From an optimization exercise on the open Yosys and OpenROAD flow, aimed at a short achievable clock period and few clock cycles; shortcuts taken in it are not production practice.
Function was checked by simulation only, so behaviour that the tests miss may differ from the original.
Power is estimated from default activity; no workload was simulated.

### flow/design.v
module	alu(
	aluAIn,
	aluBIn,
	aluCtl,
	aluOut,
	condFlag
);
input	[15:0]	aluAIn;    
input	[15:0]	aluBIn;    
input	[ 2:0]	aluCtl;    
output	[15:0]	aluOut;    
output	[ 3:0]	condFlag;  
reg	[15:0]	aluOut;
reg		aluCarry;
always @ (*)
begin
	casex(aluCtl)
		3'b000:  
			{aluCarry, aluOut} = {1'b0, aluAIn};
		3'b001:  
			{aluCarry, aluOut} = {1'b0, aluBIn};
		3'b010:  
			{aluCarry, aluOut} = {1'b0, aluAIn & aluBIn};
		3'b011:  
			{aluCarry, aluOut} = {1'b0, aluAIn | aluBIn};
		3'b10?:  
			{aluCarry, aluOut} = aluAIn + aluBIn;
		3'b11?:  
			{aluCarry, aluOut} = aluAIn - aluBIn;
	endcase
end
wire	aluOverflow;
assign	aluOverflow = (aluAIn[15] == aluBIn[15])&&(aluAIn[15] != aluOut[15]);
assign	condFlag[3] = aluOut[15];			 
assign	condFlag[2] = ~|aluOut;				 
assign	condFlag[1] = aluCtl[2] ? aluCarry    : 1'b0;	 
assign	condFlag[0] = aluCtl[2] ? aluOverflow : 1'b0;	 
endmodule
module	shifter(
	shiftIn,
	shiftAmt, 
	shiftCtl,
	shiftOut
);
input	[15:0]	shiftIn;   
input	[ 3:0]	shiftAmt;  
input	[ 2:0]	shiftCtl;  
output	[15:0]	shiftOut;  
reg	[15:0]	shiftOut;
always @ (*)
begin
	casex(shiftCtl)
		3'b0?? :  
			shiftOut = shiftIn << shiftAmt; 
		3'b100 :  
			shiftOut = shiftIn >> shiftAmt; 
		3'b101 :  
			shiftOut = ({16{shiftIn[15]}}<<(16-shiftAmt)) | (shiftIn >> shiftAmt); 
		3'b11? :  
			shiftOut = (shiftIn >> shiftAmt) | (shiftIn << (16-shiftAmt)); 
	endcase
end
endmodule
module	mul(
	mulAIn,
	mulBIn,
	mulOut
);
input	[15:0]	mulAIn;  
input	[15:0]	mulBIn;  
output	[15:0]	mulOut;  
assign	mulOut = mulAIn * mulBIn;
endmodule
module	incr (
	iAddr,
	incrOut
);
input	[15:0]	iAddr;
output	[15:0]	incrOut;
assign	incrOut = iAddr + 2;
endmodule
module	iAreg (
	clk,
	nreset,
	incrOut,
	aluOut,
	iAregCtl,
	iAddr
);
input		clk;
input		nreset;
input	[15:0]	incrOut;
input	[15:0]	aluOut;
input		iAregCtl;
output	[15:0]	iAddr;
reg	[15:0]	iAddr;
always@(posedge clk)
begin
	if(~nreset)
		iAddr <= 16'b0;
	else
		if(iAregCtl)
			iAddr <= aluOut;
		else
			iAddr <= incrOut;
end
endmodule
module	gpr (
	clk,
	wbEn,
	wbData,
	rdData
);
input		clk;
input		wbEn;
input	[15:0]	wbData;
output	[15:0]	rdData;
reg	[15:0]	rdData;
always	@(posedge clk)
	if(wbEn)
		rdData <= wbData;
endmodule
module	regSel (
	rdIdx,
	gpr0 , gpr1 , gpr2 , gpr3 , gpr4 , gpr5 , gpr6 , gpr7,
	gpr8 , gpr9 , gpr10, gpr11, gpr12, gpr13, gpr14, gpr15,
	rdData
);
input	[ 3:0]	rdIdx;
input	[15:0]	gpr0 , gpr1 , gpr2 , gpr3 , gpr4 , gpr5 , gpr6 , gpr7;
input	[15:0]	gpr8 , gpr9 , gpr10, gpr11, gpr12, gpr13, gpr14, gpr15;
output	[15:0]	rdData;
reg	[15:0]	rdData;
always @ (*)
begin
	case(rdIdx)
		4'd0 :	rdData = gpr0 ;
		4'd1 :	rdData = gpr1 ;
		4'd2 :	rdData = gpr2 ;
		4'd3 :	rdData = gpr3 ;
		4'd4 :	rdData = gpr4 ;
		4'd5 :	rdData = gpr5 ;
		4'd6 :	rdData = gpr6 ;
		4'd7 :	rdData = gpr7 ;
		4'd8 :	rdData = gpr8 ;
		4'd9 :	rdData = gpr9 ;
		4'd10:	rdData = gpr10;
		4'd11:	rdData = gpr11;
		4'd12:	rdData = gpr12;
		4'd13:	rdData = gpr13;
		4'd14:	rdData = gpr14;
		4'd15:	rdData = gpr15;
	endcase
end
endmodule
module	regFile (
	clk,
	rdAIdx,
	rdBIdx,
	rdAOEn,
	rdBOEn,
	wbIdx,
	wbData,
	wbEn,
	pc,
	rdAData,
	rdBData
);
input		clk;
input	[ 3:0]	rdAIdx;    
input	[ 3:0]	rdBIdx;    
input		rdAOEn;    
input		rdBOEn;    
input	[ 3:0]	wbIdx;     
input	[15:0]	wbData;    
input		wbEn;	   
input	[15:0]	pc;
output	[15:0]	rdAData;   
output	[15:0]	rdBData;   
wire	[15:0]	gpr0 , gpr1 , gpr2 , gpr3 , gpr4 , gpr5 , gpr6 , gpr7;
wire	[15:0]	gpr8 , gpr9 , gpr10, gpr11, gpr12, gpr13, gpr14;
wire	[15:0]	rdADataTmp, rdBDataTmp;
gpr	Igpr0 (.clk(clk), .wbEn(wbEn && wbIdx == 4'd0),  .wbData(wbData), .rdData(gpr0 ));
gpr	Igpr1 (.clk(clk), .wbEn(wbEn && wbIdx == 4'd1),  .wbData(wbData), .rdData(gpr1 ));
gpr	Igpr2 (.clk(clk), .wbEn(wbEn && wbIdx == 4'd2),  .wbData(wbData), .rdData(gpr2 ));
gpr	Igpr3 (.clk(clk), .wbEn(wbEn && wbIdx == 4'd3),  .wbData(wbData), .rdData(gpr3 ));
gpr	Igpr4 (.clk(clk), .wbEn(wbEn && wbIdx == 4'd4),  .wbData(wbData), .rdData(gpr4 ));
gpr	Igpr5 (.clk(clk), .wbEn(wbEn && wbIdx == 4'd5),  .wbData(wbData), .rdData(gpr5 ));
gpr	Igpr6 (.clk(clk), .wbEn(wbEn && wbIdx == 4'd6),  .wbData(wbData), .rdData(gpr6 ));
gpr	Igpr7 (.clk(clk), .wbEn(wbEn && wbIdx == 4'd7),  .wbData(wbData), .rdData(gpr7 ));
gpr	Igpr8 (.clk(clk), .wbEn(wbEn && wbIdx == 4'd8),  .wbData(wbData), .rdData(gpr8 ));
gpr	Igpr9 (.clk(clk), .wbEn(wbEn && wbIdx == 4'd9),  .wbData(wbData), .rdData(gpr9 ));
gpr	Igpr10(.clk(clk), .wbEn(wbEn && wbIdx == 4'd10), .wbData(wbData), .rdData(gpr10));
gpr	Igpr11(.clk(clk), .wbEn(wbEn && wbIdx == 4'd11), .wbData(wbData), .rdData(gpr11));
gpr	Igpr12(.clk(clk), .wbEn(wbEn && wbIdx == 4'd12), .wbData(wbData), .rdData(gpr12));
gpr	Igpr13(.clk(clk), .wbEn(wbEn && wbIdx == 4'd13), .wbData(wbData), .rdData(gpr13));
gpr	Igpr14(.clk(clk), .wbEn(wbEn && wbIdx == 4'd14), .wbData(wbData), .rdData(gpr14));
regSel	regASel (
	rdAIdx,
	gpr0 , gpr1 , gpr2 , gpr3 , gpr4 , gpr5 , gpr6 , gpr7,
	gpr8 , gpr9 , gpr10, gpr11, gpr12, gpr13, gpr14, pc,
	rdADataTmp
);
regSel	regBSel (
	rdBIdx,
	gpr0 , gpr1 , gpr2 , gpr3 , gpr4 , gpr5 , gpr6 , gpr7,
	gpr8 , gpr9 , gpr10, gpr11, gpr12, gpr13, gpr14, pc,
	rdBDataTmp
);
assign	rdAData = rdADataTmp;
assign	rdBData = rdBDataTmp;
endmodule
module sr (
	clk,
	nreset,
	condFlag,
	wbData,
	wbSel,
	srOEn,
	srWbEn,
	zFlag,
	rdData
);
input		clk;
input		nreset;
input	[ 3:0]	condFlag;
input	[ 3:0]	wbData;
input		wbSel;
input		srOEn;
input		srWbEn;
output		zFlag;
output	[ 3:0]	rdData;
reg	[3:0]	srData;
always@(posedge clk)
begin
	if(~nreset)
		srData <= 4'b0;
	else if(srWbEn == 1'b1)
		if(wbSel)
			srData <= condFlag;
		else
			srData <= wbData;
end
assign	zFlag = srData[2];
assign	rdData = srData;
endmodule
module	fetch (
	clk,
	dIn,
	fInst
	);
input		clk;	 
input	[15:0]	dIn;	 
output	[15:0]	fInst;	 
reg	[15:0]	fInst;
always@(posedge clk)
begin
	fInst <= dIn;
end
endmodule
module	decode (
	clk,
	nreset,
	fInst,
	flush,
	refill,
	instId,
	cond,
	opcode,
	shift,
	rs1Idx,
	rs2Idx,
	rdIdx,
	imm,
	immFlag,
	cmpFlag,
	branchFlag,
	exitFlag,
	srOEn,
	srWbEn
	);
input		clk;		 
input		nreset;		 
input	[15:0]	fInst;		 
input		flush;		 
output		refill;		 
output	[ 2:0]	instId;		 
output	[ 1:0]	cond;		 
output	[ 2:0]	opcode;		 
output	[ 1:0]	shift;		 
output	[ 3:0]	rs1Idx;		 
output	[ 3:0]	rs2Idx;		 
output	[ 3:0]	rdIdx;		 
output	[15:0]	imm;		 
output		immFlag;	 
output		cmpFlag;	 
output		branchFlag;	 
output		exitFlag;	 
output		srOEn, srWbEn;	 
reg	[ 2:0]	instId;
reg		refillTmp, refill;
reg	[ 1:0]	cond;
always@(posedge clk)
begin
	if(~nreset)
	begin
		refillTmp <= 1'b1;
		refill    <= 1'b1;
	end
	else
	begin
		if(flush)
		begin
			refillTmp <= 1'b1;
			refill    <= 1'b1;
		end
		else
		begin
			refillTmp <= 1'b0;
			refill    <= refillTmp;
		end
	end
end
always@(*)
begin
	instId = 3'd0;
	casex(fInst[15:12])
		4'b00?? : instId = 3'd0; 	 
		4'b01?? : instId = 3'd1; 	 
		4'b100? : instId = 3'd2; 	 
		4'b1010 : instId = 3'd3; 	 
		4'b1011 : instId = 3'd4; 	 
		4'b110? : instId = 3'd5; 	 
		4'b11?0 : instId = 3'd5; 	 
		4'b1111 : instId = 3'd6;		 
	endcase
end
always@(*)
begin
	casex({instId, refill})
	{3'd5, 1'b0} : cond = fInst[13:12];
	{      3'b???, 1'b0} : cond = 2'd2;
	default              : cond = 2'd2;
	endcase
end
assign	opcode     = fInst[13:11];
assign	shift      = fInst[12:11];
assign	rs1Idx     = fInst[ 3: 0];
assign	rs2Idx     = {1'b0, fInst[ 6: 4]};
assign	rdIdx      = fInst[10: 7];
assign	imm        = (instId == 3'd5) ? 
			{{4{fInst[11]}}, fInst[11:0]} :   
			{9'b0, fInst[6:0]};		  
assign	immFlag    = (instId == 3'd0);
assign	cmpFlag    = (fInst[15:11] == 5'b00101);
assign	branchFlag = (instId == 3'd5); 
assign	exitFlag   = (fInst[15:11] == 5'b00111);	  
assign	srWbEn     = (fInst[15:11] == 5'b00110) || (fInst[15:11] == 5'b00101);  
assign	srOEn      = (fInst[15:11] == 5'b00111);  
endmodule
module	execute (
	clk,
	instId,
	cond,
	opcode,
	shift,
	rs1Idx,
	rs2Idx,
	rdIdx,
	imm,
	immFlag,
	cmpFlag,
	srOEn,
	srWbEn,
	aluCtl,
	aluOEn,
	shiftCtl,
	shiftOEn,
	mulOEn,
	opAIdx,
	opBIdx,
	rdAOEn,
	rdBOEn,
	wbIdx,
	wbEn,
	immOEn,
	iAregCtl,
	dAregCtl,
	dInCtl,
	dOutCtl
	);
input		clk;		 
input	[ 2:0]	instId;		 
input	[ 1:0]	cond;		 
input	[ 2:0]	opcode;		 
input	[ 1:0]	shift;		 
input	[ 3:0]	rs1Idx;		 
input	[ 3:0]	rs2Idx;		 
input	[ 3:0]	rdIdx;		 
input	[15:0]	imm;		 
input		immFlag;	 
input		cmpFlag;	 
input		srOEn, srWbEn;	 
output	[ 2:0]	aluCtl;		 
output		aluOEn;		 
output	[ 2:0]	shiftCtl;	 
output		shiftOEn;	 
output		mulOEn;		 
output	[ 3:0]	opAIdx;		 
output	[ 3:0]	opBIdx;		 
output		rdAOEn;		 
output		rdBOEn;		 
output	[ 3:0]	wbIdx;		 
output		wbEn;		 
output		immOEn;		 
output		iAregCtl;	 
output		dAregCtl;	 
output		dInCtl;		 
output		dOutCtl;	 
reg	[16:0]	control;
reg	[ 2:0]	aluCtl;
reg	[ 2:0]	shiftCtl;
reg	[ 3:0]	opAIdx;
reg	[ 3:0]	opBIdx;
always@(*)
begin
	control = 17'b0;
	case(instId)
		3'd0   : control = { opcode,  1'b1,    1'b0,  1'b0,2'b00 ,2'b00 ,1'b1, 1'b0, 1'b0,  1'b0,   1'b0};
		3'd1   : control = { opcode,  1'b1,    1'b0,  1'b0,2'b01,2'b01,1'b1, 1'b0, 1'b0,  1'b0,   1'b0};
		3'd2   : control = {   3'b0,  1'b0,    1'b1,  1'b0,2'b01,2'b01,1'b1, 1'b0, 1'b0,  1'b0,   1'b0};
		3'd3   : control = {3'd0,  1'b0,    1'b0,  1'b0,2'b01,2'b00 ,1'b1, 1'b0, 1'b1,  1'b1,   1'b0};
		3'd4  : control = {3'd0,  1'b0,    1'b0,  1'b0,2'b01,2'b10 ,1'b0, 1'b0, 1'b1,  1'b0,   1'b1};
		3'd5 : control = {3'd1,  1'b1,    1'b0,  1'b0,2'b10 ,2'b00 ,1'b0, 1'b1, 1'b0,  1'b0,   1'b0};
		3'd6    : control = {   3'b0,  1'b0,    1'b0,  1'b1,2'b01,2'b01,1'b1, 1'b0, 1'b0,  1'b0,   1'b0};
	endcase
end
wire	[ 2:0]	opcodeTmp;
wire	[ 1:0]	opA;
wire	[ 1:0]	opB;
wire		wbEnTmp; 
assign	{opcodeTmp, aluOEn, shiftOEn, mulOEn, opA, opB, wbEnTmp, iAregCtl, dAregCtl,dInCtl, dOutCtl} = control;
assign	rdAOEn = ~srOEn;
assign	rdBOEn = (opB != 2'b00);
assign	wbEn   = (cmpFlag == 1'b0 && wbEnTmp == 1'b1);	 
assign	immOEn = (opB == 2'b00);
always@(*)
begin
	case(opA)
		2'b00   : opAIdx = rdIdx;
		2'b01  : opAIdx = rs1Idx;
		2'b10   : opAIdx = 4'b1111;
		default: opAIdx = 4'b0;
	endcase
end
always@(*)
begin
	case(opB)
		2'b00   : opBIdx = 4'b0;
		2'b01  : opBIdx = rs2Idx;
		2'b10   : opBIdx = rdIdx;
		default: opBIdx = 4'b0;
	endcase
end
assign	wbIdx = rdIdx;
always@(*)
begin
	casex({opcodeTmp, immFlag})
		{3'd0,1'b0}	: aluCtl = 3'b000;
		{3'd0,1'b1}	: aluCtl = 3'b001;
		{3'd1,1'b?}	: aluCtl = 3'b100;
		{3'd2,1'b?}	: aluCtl = 3'b110;
		{3'd3,1'b?}	: aluCtl = 3'b010;
		{3'd4 ,1'b?}	: aluCtl = 3'b011;
		{3'd5,1'b?}	: aluCtl = 3'b110;
		{3'd6,1'b?}	: aluCtl = 3'b000;
		{3'd7,1'b?}	: aluCtl = 3'b000;
	endcase
end
always@(*)
begin
	case(shift)
		2'd0	: shiftCtl = 3'b000;
		2'd1	: shiftCtl = 3'b100;
		2'd2	: shiftCtl = 3'b101;
		2'd3	: shiftCtl = 3'b110;
	endcase
end
endmodule
module	control (
	clk,
	nreset,
	dIn,
	zFlag,
	imm,
	cmpFlag,
	srOEn, 
	srWbEn,
	aluCtl,
	aluOEn,
	shiftCtl,
	shiftOEn,
	mulOEn,
	opAIdx,
	opBIdx,
	rdAOEn,
	rdBOEn,
	wbIdx,
	wbEn,
	immOEn,
	iAregCtl,
	dAregCtl,
	dInCtl,
	dOutCtl
);
input		clk;		 
input		nreset;		 
input	[15:0]	dIn;		 
input		zFlag; 		 
output	[15:0]	imm;		 
output		cmpFlag;	 
output		srOEn, srWbEn;	 
output	[ 2:0]	aluCtl;		 
output		aluOEn;		 
output	[ 2:0]	shiftCtl;	 
output		shiftOEn;	 
output		mulOEn;		 
output	[ 3:0]	opAIdx;		 
output	[ 3:0]	opBIdx;		 
output		rdAOEn;		 
output		rdBOEn;		 
output	[ 3:0]	wbIdx;		 
output		wbEn;		 
output		immOEn;		 
output		iAregCtl;	 
output		dAregCtl;	 
output		dInCtl;		 
output		dOutCtl;	 
wire	[15:0]	fInst;
fetch	Ifetch (
	.clk		(clk		),
	.dIn		(dIn		),
	.fInst		(fInst		)
	);
wire		flush;		 
wire		refill;		 
wire	[ 2:0]	dInstId;	 
wire	[ 1:0]	dCond;		 
wire	[ 2:0]	opcode;		 
wire	[ 1:0]	shift;		 
wire	[ 3:0]	rs1Idx;		 
wire	[ 3:0]	rs2Idx;		 
wire	[ 3:0]	rdIdx;		 
wire	[15:0]	dImm;		 
wire		immFlag;	 
wire		dCmpFlag;	 
wire		dBranchFlag;	 
wire		dExitFlag;	 
wire		dSrOEn, dSrWbEn; 
decode	Idecode (
	.clk		(clk		),
	.nreset		(nreset		),
	.fInst		(fInst		),
	.flush		(flush		),
	.refill		(refill		),
	.instId		(dInstId	),
	.cond		(dCond		),
	.opcode		(opcode		),
	.shift		(shift		),
	.rs1Idx		(rs1Idx		),
	.rs2Idx		(rs2Idx		),
	.rdIdx		(rdIdx		),
	.imm		(dImm		),
	.immFlag	(immFlag	),
	.cmpFlag	(dCmpFlag	),
	.branchFlag	(dBranchFlag	),
	.exitFlag	(dExitFlag	),
	.srOEn		(dSrOEn		),
	.srWbEn		(dSrWbEn	)	
	);
wire	[ 2:0]	dAluCtl;	 
wire		dAluOEn;	 
wire	[ 2:0]	dShiftCtl;	 
wire		dShiftOEn;	 
wire		dMulOEn;	 
wire	[ 3:0]	dOpAIdx;	 
wire	[ 3:0]	dOpBIdx;	 
wire		dRdAOEn;	 
wire		dRdBOEn;	 
wire	[ 3:0]	dWbIdx;		 
wire		dWbEn;		 
wire		dImmOEn;	 
wire		dIAregCtl;	 
wire		dDAregCtl;	 
wire		dDInCtl;	 
wire		dDOutCtl;	 
reg	[ 2:0]	instId;		 
reg	[ 1:0]	cond;		 
reg		cmpFlag;	 
reg		branchFlag;	 
reg		eExitFlag;
reg		srOEn, eSrWbEn;	 
reg	[ 2:0]	aluCtl;		 
reg		aluOEn;		 
reg	[ 2:0]	shiftCtl;	 
reg		shiftOEn;	 
reg		mulOEn;		 
reg	[ 3:0]	opAIdx;		 
reg	[ 3:0]	opBIdx;		 
reg		rdAOEn;		 
reg		rdBOEn;		 
reg	[ 3:0]	wbIdx;		 
reg		eWbEn;		 
reg	[15:0]	imm;		 
reg		immOEn;		 
reg		eIAregCtl;	 
reg		dAregCtl;	 
reg		dInCtl;		 
reg		eDOutCtl;	 
execute	Iexecute (
	.clk		(clk		),
	.instId		(dInstId	),
	.cond		(dCond		),
	.opcode		(opcode		),
	.shift		(shift		),
	.rs1Idx		(rs1Idx		),
	.rs2Idx		(rs2Idx		),
	.rdIdx		(rdIdx		),
	.imm		(dImm		),
	.immFlag	(immFlag	),
	.cmpFlag	(dCmpFlag	),
	.srOEn		(dSrOEn		),
	.srWbEn		(dSrWbEn	),
	.aluCtl		(dAluCtl	),
	.aluOEn		(dAluOEn	),
	.shiftCtl	(dShiftCtl	),
	.shiftOEn	(dShiftOEn	),
	.mulOEn		(dMulOEn	),
	.opAIdx		(dOpAIdx	),
	.opBIdx		(dOpBIdx	),
	.rdAOEn		(dRdAOEn	),
	.rdBOEn		(dRdBOEn	),
	.wbIdx		(dWbIdx		),
	.wbEn		(dWbEn		),
	.immOEn		(dImmOEn	),
	.iAregCtl	(dIAregCtl	),
	.dAregCtl	(dDAregCtl	),
	.dInCtl		(dDInCtl	),
	.dOutCtl	(dDOutCtl	)
	);
always@(posedge clk)
begin
	if(~nreset)
	begin
		cond		<= 2'b10;
		eSrWbEn		<= 1'b0;
		eWbEn		<= 1'b0;	
		eIAregCtl	<= 1'b0;
		branchFlag	<= 1'b0;
		eExitFlag	<= 1'b0;
	end
	else
	begin
		instId		<= dInstId;
		cond		<= dCond;
		cmpFlag		<= dCmpFlag;
		branchFlag	<= dBranchFlag;
		eExitFlag	<= dExitFlag;
		srOEn  		<= dSrOEn;
		eSrWbEn		<= dSrWbEn;
		aluCtl		<= dAluCtl;
		aluOEn		<= dAluOEn;
		shiftCtl	<= dShiftCtl;
		shiftOEn	<= dShiftOEn;
		mulOEn		<= dMulOEn;
		opAIdx		<= dOpAIdx;
		opBIdx		<= dOpBIdx;
		rdAOEn		<= dRdAOEn;
		rdBOEn		<= dRdBOEn;
		wbIdx		<= dWbIdx;
		eWbEn		<= dWbEn;
		immOEn		<= dImmOEn;
		imm		<= dImm;
		eIAregCtl	<= dIAregCtl;
		dAregCtl	<= dDAregCtl;
		dInCtl		<= dDInCtl;
		eDOutCtl	<= dDOutCtl;
	end
end
wire		execFlag;	 
assign	execFlag = (cond == 2'd2) || (cond == 2'd0 && zFlag) || (cond == 2'd1 && ~zFlag);
assign	flush    = branchFlag & execFlag & ~refill;
assign	wbEn     = (execFlag && ~refill) ? eWbEn    : 1'b0;
assign	srWbEn   = (execFlag && ~refill) ? eSrWbEn  : 1'b0;
assign	iAregCtl = (execFlag && ~refill) ? eIAregCtl: 1'b0;
assign	dOutCtl  = (execFlag && ~refill) ? eDOutCtl : 1'b0;
endmodule
module	datapath (
	clk,
	nreset,
	imm,
	cmpFlag,
	srOEn,
	srWbEn,
	aluCtl,
	shiftCtl,
	aluOEn,
	shiftOEn,
	mulOEn,
	opAIdx,
	opBIdx,
	rdAOEn,
	rdBOEn,
	immOEn,
	wbIdx,
	wbEn,
	iAregCtl,
	dAregCtl,
	dInCtl,
	dOutCtl,
	dIn,
	zFlag,
	iAddr,
	dAddr,
	dOut
);
input		clk;
input		nreset;
input	[15:0]	imm;		 
input		cmpFlag;	 
input		srOEn, srWbEn;	 
input	[ 2:0]	aluCtl;		 
input		aluOEn;		 
input	[ 2:0]	shiftCtl;	 
input		shiftOEn;	 
input		mulOEn;		 
input	[ 3:0]	opAIdx;		 
input	[ 3:0]	opBIdx;		 
input		rdAOEn;		 
input		rdBOEn;		 
input	[ 3:0]	wbIdx;		 
input		wbEn;		 
input		immOEn;		 
input		iAregCtl;	 
input		dAregCtl;	 
input		dInCtl;		 
input		dOutCtl;	 
input	[15:0]	dIn;
output		zFlag;     
output	[15:0]	iAddr;     
output	[15:0]	dAddr;     
output	[15:0]	dOut;
wire	[15:0]	busA, busB, busW;
wire	[15:0]	rdA, rdB;    
wire	[ 3:0]	srRd;        
wire	[15:0]	aluOut;    
wire	[ 3:0]	condFlag;  
wire	[15:0]	shiftOut;  
wire	[15:0]	mulOut;    
wire	[15:0]	incrOut;   
regFile	IregFile (
	.clk		(clk		),
	.rdAIdx		(opAIdx		),
	.rdBIdx		(opBIdx		),
	.rdAOEn		(rdAOEn		),
	.rdBOEn		(rdBOEn		),
	.wbIdx		(wbIdx		),
	.wbData		(busW		),
	.wbEn		(wbEn		),
	.pc		(iAddr		),
	.rdAData	(rdA		),
	.rdBData	(rdB		)
);
assign	busA = srOEn  ? {srRd, 12'b0} : rdA;
assign	busB = immOEn ? imm : rdB;
sr Isr(
	.clk		(clk		),
	.nreset		(nreset		),
	.condFlag	(condFlag	),
	.wbData		(busW[15:12]	),
	.wbSel		(cmpFlag	),
	.srOEn		(srOEn		),
	.srWbEn		(srWbEn		),
	.zFlag		(zFlag		),
	.rdData		(srRd		)
);
alu	Ialu(
	.aluAIn		(busA		),
	.aluBIn		(busB		),
	.aluCtl		(aluCtl		),
	.aluOut		(aluOut		),
	.condFlag	(condFlag	)
);
shifter	Ishifter(
	.shiftIn	(busA		),
	.shiftAmt	(busB[3:0]	), 
	.shiftCtl	(shiftCtl	),
	.shiftOut	(shiftOut	)
);
mul	Imul(
	.mulAIn		(busA		),
	.mulBIn		(busB		),
	.mulOut		(mulOut		)
);
incr	Iincr (
	.iAddr		(iAddr		),
	.incrOut	(incrOut	)
);
iAreg	IiAreg (
	.clk		(clk		),
	.nreset		(nreset		),
	.incrOut	(incrOut	),
	.aluOut		(aluOut		),
	.iAregCtl	(iAregCtl	),
	.iAddr		(iAddr		)
);
assign	dAddr = aluOut;
assign	dOut  = busB;
assign	busW = aluOEn   ? aluOut   :
	       shiftOEn ? shiftOut :
	       mulOEn   ? mulOut   :
	       dInCtl   ? dIn      : 16'b0;
endmodule
module	simplecore (
	clk,
	nreset,
	iAddr,
	iData,
	dAddr,
	dIn,
	dOut,
	nRW
);
input		clk;
input		nreset;
output	[15:0]	iAddr;     
input	[15:0]	iData;     
output	[15:0]	dAddr;     
input	[15:0]	dIn;       
output	[15:0]	dOut;      
output		nRW;
wire	[15:0]	imm;
wire		cmpFlag;	 
wire		srOEn, srWbEn;	 
wire	[ 2:0]	aluCtl;    
wire	[ 2:0]	shiftCtl;  
wire		aluOEn;
wire		shiftOEn;
wire		mulOEn;
wire	[ 3:0]	opAIdx;
wire	[ 3:0]	opBIdx;
wire		rdAOEn;
wire		rdBOEn;
wire	[ 3:0]	wbIdx;
wire		wbEn;
wire		immOEn;
wire		iAregCtl;
wire		dAregCtl;
wire		dInCtl;
wire		dOutCtl;
wire		zFlag;
control	Icontrol (
	clk,
	nreset,
	iData,
	zFlag,
	imm,
	cmpFlag,
	srOEn, 
	srWbEn,
	aluCtl,
	aluOEn,
	shiftCtl,
	shiftOEn,
	mulOEn,
	opAIdx,
	opBIdx,
	rdAOEn,
	rdBOEn,
	wbIdx,
	wbEn,
	immOEn,
	iAregCtl,
	dAregCtl,
	dInCtl,
	dOutCtl
);
assign	nRW = dOutCtl;
datapath Idatapath (
	clk,
	nreset,
	imm,
	cmpFlag,
	srOEn, 
	srWbEn,
	aluCtl,
	shiftCtl,
	aluOEn,
	shiftOEn,
	mulOEn,
	opAIdx,
	opBIdx,
	rdAOEn,
	rdBOEn,
	immOEn,
	wbIdx,
	wbEn,
	iAregCtl,
	dAregCtl,
	dInCtl,
	dOutCtl,
	dIn,
	zFlag,
	iAddr,
	dAddr,
	dOut
);
endmodule
### flow/run.sh
#!/bin/bash
# synth_recipe.tcl (not shown) runs the flow's synth.tcl, then flattens the netlist and writes it again
# the make line also repeats each setting of config.mk as NAME=value (left out here)
make -C /OpenROAD-flow-scripts/flow DESIGN_CONFIG=/design/flow/config.mk WORK_HOME=/design/flow/orfs CLKGATE_MAP_FILE= SYNTH_SCRIPT=/design/flow/synth_recipe.tcl finish
### flow/config.mk
export PLATFORM = sky130hd
export DESIGN_NAME = simplecore
export DESIGN_NICKNAME = simplecore
export VERILOG_FILES = /design/flow/design.v
export SDC_FILE = /design/flow/constraint.sdc
export NUM_CORES = 4
export LEC_CHECK = 0
export CAP_MARGIN = 20
export CORE_MARGIN = 2
export CORE_UTILIZATION = 40
export SLEW_MARGIN = 20
### flow/constraint.sdc
create_clock -name core_clock -period 11.5 [get_ports {clk}]
set_input_delay 2.3000 -clock core_clock [delete_from_list [all_inputs] [get_ports {clk}]]
set_output_delay 2.3000 -clock core_clock [all_outputs]
set_load 0.01 [all_outputs]
==> reports/summary.txt <==
status - timing/DRC/antenna clean
Worst setup SP type - flop
crit path kind - reg -> out
Achievable Freq - 96.81 MHz
RSZ-0062 raised after global routing - no
Worst R2R End - Idatapath.IregFile.Igpr2.rdData[15]
via density per instance - 6.673
die area - 60,790 um2
Congestion Overflow GR - 0
CTS root buffer - clkbuf_16
average wire per standard cell - 33.76 um
Area Growth Syn to Fin - 12.49%
R2R Setup Slk - 1650 ps
area share of fa/ha/maj cells after synthesis - 10.88%
setup TNS - 0 ps
clock tree buffer depth - 3
clock-pin slew on the worst setup and hold paths - 60 ps
Synth Flop Type - edfxtp_1
initial antenna violation count - 2
Synth area leader - edfxtp_1
Unique masters post-synth - 116
DRC - 0
starting density of the core - 40.64%
arrival time worst endpoint - 8030 ps
Non-Filler Instances - 3,178
largest net degree at the start of global routing - 65
top post-synthesis cells by area - edfxtp_1 35%, fa_1 6.9%, ha_1 4.0%
Antenna Nets Post-Route - 0
post-synthesis simple-gate area fraction - 15.05%
number of global-route vias before repair - 19,810
Worst Hold Margin - 425.9 ps
Clock Skews - 44.93 ps
CTS Sinks - 322
Max Slew Vio Count - 0
fillcell total - 5,526
Post-synth EDFFs - 278
pwr/cell area - 215.5 nW/um2
minimum clock period - 10,330 ps
largest family of logic cells by synthesized area - compound AO/OA/AOI/OAI gates
Sw Share - 44.56%
die width - 246.6 um
postcts setup bufs - 0
GP Congestion - 1.050
share of synthesized registers carrying an async set or reset - 0%
Slew headroom - 17.64%
Post-Syn Area per Cell - 10.07 um2
total power - 0.005706 W
# IOs - 83
drt total wl - 107,300 um
leakage - 10.00 nW
R2R cell count - 27
core area - 57,920 um2
Final Hold Viols - 0
post-synthesis sequential area ratio - 39.21%
Site Rows - 88
Final setup viols - 0
Post-Synthesis Cells - 2,336
Die Ht - 246.6 um
reg-to-reg startpoint - Icontrol.opAIdx[1]
gr usage total - 34.89%
Worst-Skew Late Latency - 590 ps
DRT Pass-1 Iters - 8
Synth Register Bits - 322
Synthesis Warnings - 10
period utilisation layout - 89.82%
max_cap viols - 0
required time of the critical path - 9200 ps
H-tree levels - 2
Seq pwr share - 24.9%
clock power share - 21.5%
Pint - 0.003163 W
cell count after placement - 3,109
DR iter-0 viols - 3,208
Synth Area in Compound Gates - 19.44%
Mapped Area - 23,540 um2
commonest non-fill, non-tap cell in the layout - edfxtp_1
Synth top area share - 35.47%
Core Util, Final - 45.71%
WHS Endpoint - Icontrol.Idecode.refill
Post-CTS Hold Buffers - 0
Synth Area in XOR/XNOR - 3.631%
layout cells sized above 1 - 12.19%
max incr delay on CP - 790 ps
mux share of post-synthesis cell area - 5.167%
nets - 2,573
most frequent cells in the layout - 278 x edfxtp_1, 216 x nand2_1, 181 x nor2_1, 157 x inv_1, 98 x a21oi_1
CP Cell Sequence - buf_4 -> nor2b_1 -> a311oi_1 -> a21oi_1 -> o31a_1 -> clkinv_4 -> ha_1 -> a21oi_1 -> fa_1 -> a21o_1 -> a21oi_1 -> nand2b_1 -> a21oi_1 -> o21a_1 -> a311o_1 -> a21o_1 -> a21o_1 -> a31oi_1 -> xnor2_1 -> mux2i_1 -> inv_1 -> clkdlybuf4s50_1
crit end category - output pin
vias - 21,210
CTS tree - done
Post-Syn Nets - 2,526
most used cell, CP - a21oi_1
Gate power share - 53.5%
DP HPWL - 79,490 um
crit path max fanout - 30
worst min path class - reg -> reg
first-pass GRT wire length - 150,100 um
FF/Latch Area - 9229 um2
peak supply drop - 0.7480 mV
CTS Buf Count - 37
CP max-delay cell - edfxtp_1
# port buffers - 82
Slew @ Worst Pin - 1230 ps
CTS-repair resized insts - 0
NetSw - 0.002543 W
Hold Crit Depth - 1
HP Start - Icontrol.Idecode.refillTmp
area occupied by multi-input gates - 12,900 um2
## worst max-delay path by stage
stage,start,to,slack (ps),cells past startpoint
6_report,Icontrol.opBIdx[1],dAddr[14],1170,22
5_1_grt,Icontrol.opBIdx[1],dAddr[14],780,22
4_1_cts,Icontrol.opBIdx[1],dAddr[14],1370,22
3_5_place_dp,Icontrol.opBIdx[0],Idatapath.IregFile.Igpr12.rdData[15],1870,28
3_3_place_gp,Icontrol.opAIdx[0],Idatapath.IregFile.Igpr2.rdData[15],1910,29
2_1_floorplan,Icontrol.opBIdx[1],dAddr[14],3000,28
## cell families after synthesis
family          Yosys count
xor+xnor                 83
fa+ha+maj               156
buf+inv                 334
flops                   322
simple gates            720
compound gates          616
mux                     105
## cells in the mapped netlist, types with 15 or more instances
master,instances
a31oi_1,25
a32oi_1,29
nor2b_1,47
nand2b_1,32
o211ai_1,22
a22o_1,32
dfxtp_1,44
a21oi_1,98
a22oi_1,48
buf_2,39
nor3_1,27
clkbuf_1,71
buf_4,24
a21o_1,15
xor2_1,19
ha_1,75
fa_1,81
xnor2_1,55
mux2i_1,53
and2_1,35
nor2_1,192
edfxtp_1,278
and3_1,23
o21ai_0,96
buf_6,21
nand2_1,216
nand3_1,52
inv_1,157
o31ai_1,16
mux2_2,35
a221oi_1,50
## per-stage QoR
stage,setup slack (ps),instance area (um2)
after detailed placement,1875,25240
after floorplan,2999,23540
final,1171,26470
after global routing,781.7,26470
after CTS,1367,26470
after global placement,1908,25220
## critical path, delay by kind of cell, from the launching register on
| kind | cells | cell delay, ps |
|---|---|---|
| AO/OA/AOI/OAI | 12 | 2710 |
| AND/OR/NAND/NOR | 2 | 800 |
| flip-flops | 1 | 790 |
| adder cells (fa/ha/maj) | 2 | 1240 |
| multiplexers | 1 | 340 |
| buffers and inverters | 4 | 1460 |
| XOR/XNOR | 1 | 100 |
## routing by layer
layer,share of wire [%],GRT usage [%]
met1,42,51.03
met2,41,49.00
met3,13,9.455
met4,4.2,12.42
met5,0.011,0
## flip-flops by register name, summed over array words and instances, names as in the netlist, 12 cells and up
name,count
Idatapath.IregFile.Igpr1.rdData,16
Idatapath.IregFile.Igpr11.rdData,16
Idatapath.IregFile.Igpr8.rdData,16
Idatapath.IregFile.Igpr9.rdData,16
Idatapath.IregFile.Igpr12.rdData,16
Idatapath.IregFile.Igpr14.rdData,16
Idatapath.IregFile.Igpr0.rdData,16
Idatapath.IregFile.Igpr5.rdData,16
Idatapath.IregFile.Igpr10.rdData,16
Idatapath.IregFile.Igpr3.rdData,16
Idatapath.IiAreg.iAddr,16
Icontrol.imm,12
Idatapath.IregFile.Igpr6.rdData,16
Idatapath.IregFile.Igpr4.rdData,16
Idatapath.IregFile.Igpr2.rdData,16
Idatapath.IregFile.Igpr7.rdData,16
Idatapath.IregFile.Igpr13.rdData,16
Icontrol.Ifetch.fInst,16
## power by group through the flow
stage	logic [W]	registers, W	clock network [W]
after floorplan	0.00184	0.00143	0
after global placement	0.00293	0.00145	0
after detailed placement	0.00296	0.00145	0
after CTS	0.00297	0.00142	0.00123
after global routing	0.00328	0.00142	0.00128
final	0.00305	0.00142	0.00123
## layout make-up
| cell class | count | area share [%] |
|---|---|---|
| clock buffer | 48 | 3.729 |
| clock inverter | 20 | 0.9310 |
| timing repair buffer | 170 | 5.671 |
| multi-input combinational | 1680 | 48.72 |
| sequential | 322 | 34.86 |
| antenna | 1 | 0.009452 |
| tap | 765 | 3.615 |
| inverter | 172 | 2.462 |
Testbench counts, summed over its fixed seeds: cycles 54,356.

## static timing again, ports no longer ideal
The results above use ideal ports. As a check the final layout listed here was re-extracted and re-timed, cells and wires unchanged. Step 1 assumes that a clkbuf_16 drives the clock port and a buf_2 every other input. Step 2 times the ports against the registers' clock, not the clock port: input delays grow and output delays shrink by t, the midpoint of the rising clock arrivals with the driver on. Three values: ideal, step 1, step 2; two values: the first two.
t (ns): 0.621
slack for setup (ns): 1.171 / 1.114 / 1.654
hold slack, ns: 0.426 / 0.426 / 0.426
After both steps this run still meets setup and hold. For this run, drivers alone change the setup slack by -0.057 ns; drivers and shift together by +0.483 ns.
